Source: an optimization exercise on an open RTL-to-GDS flow (aim: small area and few clock cycles per item). Production flows keep margins and buffers that such runs may drop. Function was checked by simulation only, so behaviour that the tests miss may differ from the original. Power figures rest on the tool's default switching activity, not on a simulated workload.

Setup of alpha:
// pcx_top
module pcx_top (
	clk,
	rst_l,
	spc0_pcx_req_pq,
	spc0_pcx_atom_pq,
	spc0_pcx_data_pa,
	spc1_pcx_req_pq,
	spc1_pcx_atom_pq,
	spc1_pcx_data_pa,
	spc2_pcx_req_pq,
	spc2_pcx_atom_pq,
	spc2_pcx_data_pa,
	spc3_pcx_req_pq,
	spc3_pcx_atom_pq,
	spc3_pcx_data_pa,
	spc4_pcx_req_pq,
	spc4_pcx_atom_pq,
	spc4_pcx_data_pa,
	spc5_pcx_req_pq,
	spc5_pcx_atom_pq,
	spc5_pcx_data_pa,
	spc6_pcx_req_pq,
	spc6_pcx_atom_pq,
	spc6_pcx_data_pa,
	spc7_pcx_req_pq,
	spc7_pcx_atom_pq,
	spc7_pcx_data_pa,
	sctag0_pcx_stall_pq,
	sctag1_pcx_stall_pq,
	sctag2_pcx_stall_pq,
	sctag3_pcx_stall_pq,
	io_pcx_stall_pq,
	pcx_spc0_grant_px,
	pcx_spc1_grant_px,
	pcx_spc2_grant_px,
	pcx_spc3_grant_px,
	pcx_spc4_grant_px,
	pcx_spc5_grant_px,
	pcx_spc6_grant_px,
	pcx_spc7_grant_px,
	pcx_sctag0_data_rdy_px1,
	pcx_sctag0_atm_px1,
	pcx_sctag0_data_px2,
	pcx_sctag1_data_rdy_px1,
	pcx_sctag1_atm_px1,
	pcx_sctag1_data_px2,
	pcx_sctag2_data_rdy_px1,
	pcx_sctag2_atm_px1,
	pcx_sctag2_data_px2,
	pcx_sctag3_data_rdy_px1,
	pcx_sctag3_atm_px1,
	pcx_sctag3_data_px2,
	pcx_fpio_data_rdy_px2,
	pcx_fpio_data_px2,
	pcx_io_data_rdy_px2,
	pcx_io_data_px2
);
input clk;
input rst_l;
input [4:0] spc0_pcx_req_pq;
input spc0_pcx_atom_pq;
input [123:0] spc0_pcx_data_pa;
input [4:0] spc1_pcx_req_pq;
input spc1_pcx_atom_pq;
input [123:0] spc1_pcx_data_pa;
input [4:0] spc2_pcx_req_pq;
input spc2_pcx_atom_pq;
input [123:0] spc2_pcx_data_pa;
input [4:0] spc3_pcx_req_pq;
input spc3_pcx_atom_pq;
input [123:0] spc3_pcx_data_pa;
  ...
==> flow/config.mk <==
export PLATFORM = sky130hd
export DESIGN_NAME = pcx_top
export DESIGN_NICKNAME = pcx_top
export VERILOG_FILES = /design/flow/design.v
export SDC_FILE = /design/flow/constraint.sdc
export NUM_CORES = 8
export LEC_CHECK = 0
export CAP_MARGIN = 30
export CORE_MARGIN = 2
export CORE_UTILIZATION = 50
export SLEW_MARGIN = 50
==> flow/constraint.sdc <==
create_clock -name core_clock -period 5.5 [get_ports {clk}]
set_input_delay 1.1000 -clock core_clock [delete_from_list [all_inputs] [get_ports {clk}]]
set_output_delay 1.1000 -clock core_clock [all_outputs]
set_load 0.01 [all_outputs]
standard.sh (not shown) runs the stock make flow with config.mk's settings and CLKGATE_MAP_FILE= SYNTH_SCRIPT=/design/flow/synth_recipe.tcl, a recipe that flattens the netlist after the stock synthesis.
==> flow/flow/run.sh <==
#!/bin/bash
# Own flow: the standard layout (standard.sh, unchanged synthesis), with
# two layout choices the flow settings cannot express:
#   * the port buffers are sky130_fd_sc_hd__buf_1 instead of the default
#     delay cell (every input and output port still gets its own buffer);
#   * clock tree synthesis without dummy loads, with larger sink clusters.
# Each tool's full output stays in orfs/logs/; make's own output in make.log.
set -euo pipefail
bash standard.sh \
  "BUFFER_PORTS_ARGS=-buffer_cell sky130_fd_sc_hd__buf_1" \
  "CTS_ARGS=-sink_clustering_enable -repair_clock_nets -sink_clustering_size 25 -sink_clustering_max_diameter 70 -dont_use_dummy_load" \
  finish > make.log 2>&1
Every stage of alpha finished as expected; the final checks, on the other hand, flagged negative setup slack, which means the layout fails.
Testbench counts of alpha, summed over its fixed seeds: cycles 3,825, packets 13,484.
Here is what was changed in the inputs of beta compared with alpha.
--- a/flow/flow/run.sh
+++ b/flow/flow/run.sh
@@ -4 +4 @@
-#   * the port buffers are sky130_fd_sc_hd__buf_1 instead of the default
+#   * the port buffers are sky130_fd_sc_hd__buf_2 instead of the default
@@ -10 +10 @@
-  "BUFFER_PORTS_ARGS=-buffer_cell sky130_fd_sc_hd__buf_1" \
+  "BUFFER_PORTS_ARGS=-buffer_cell sky130_fd_sc_hd__buf_2" \
Results
Having completed the whole flow, beta delivered a layout that passed the timing, design-rule and antenna checks.
On beta: share of the clock period used by the worst path after layout is 3.1 points lower than what alpha gave.
Share of synthesized registers carrying an async set or reset came out exactly the same in beta and alpha.
Global-route usage: beta vs alpha down 0.58 points
Comparing beta with alpha, the sequential group share of total power came out essentially unchanged.
[inputs] gamma vs beta
- CORE_UTILIZATION: 50 -> 60
--- a/flow/flow/run.sh
+++ b/flow/flow/run.sh
@@ -11 +11 @@
-  "CTS_ARGS=-sink_clustering_enable -repair_clock_nets -sink_clustering_size 25 -sink_clustering_max_diameter 70 -dont_use_dummy_load" \
+  "CTS_ARGS=-sink_clustering_enable -repair_clock_nets -sink_clustering_size 30 -sink_clustering_max_diameter 80 -dont_use_dummy_load" \
### Flow results
In gamma the implementation ran to completion but is not tape-out ready, as the final checks report antenna violations, negative setup slack.
Going from beta to gamma, total routed wirelength went down by 35,000 um, growth of design area from synthesis to finish went down by 1.3 points.
gamma vs. beta: final critical path time including I/O delays and setup increased by 130 ps relative to the old numbers; total power after layout decreased 4.3 mW; number of standard cells in the final layout excluding fillers went down by 1,851.
beta ended up with nand4_1 as its cell with the largest stage delay on the worst path; gamma ended up with dfxtp_4.

==> separate check: timing with driven ports <==
No port has a modelled driver above. Below, the same layouts with a new extraction and two added sets of constraints. Step 1: set_driving_cell puts a clkbuf_16 on clk and a buf_2 on each other input, an assumption about the parent block. Step 2, shift: input delay + t, output delay - t, t = (earliest + latest rising clock arrival at the registers) / 2. This alone moves slack from input paths to output paths. Slacks: ideal / step 1 / step 2; pairs: ideal / step 1.
run	t (ns)	slack for setup (ns)	worst hold slack (ns)	worst setup path after step 2	clock arrival spread, ns
alpha	1.365	-0.038 / -0.198 / -0.426	0.056 / -0.082 / 0.449	input to register	0.139 / 0.139
beta	1.351	0.133 / -0.036 / -0.222	0.049 / -0.053 / 0.447	input to register	0.153 / 0.153
gamma	1.293	-0.001 / -0.166 / -0.181	0.091 / -0.050 / 0.392	input to register	0.189 / 0.189
With both steps, setup timing fails in beta, where it was met with ideal ports. For alpha, which loses most, drivers alone change the setup slack by -0.160 ns; drivers and shift together by -0.388 ns.
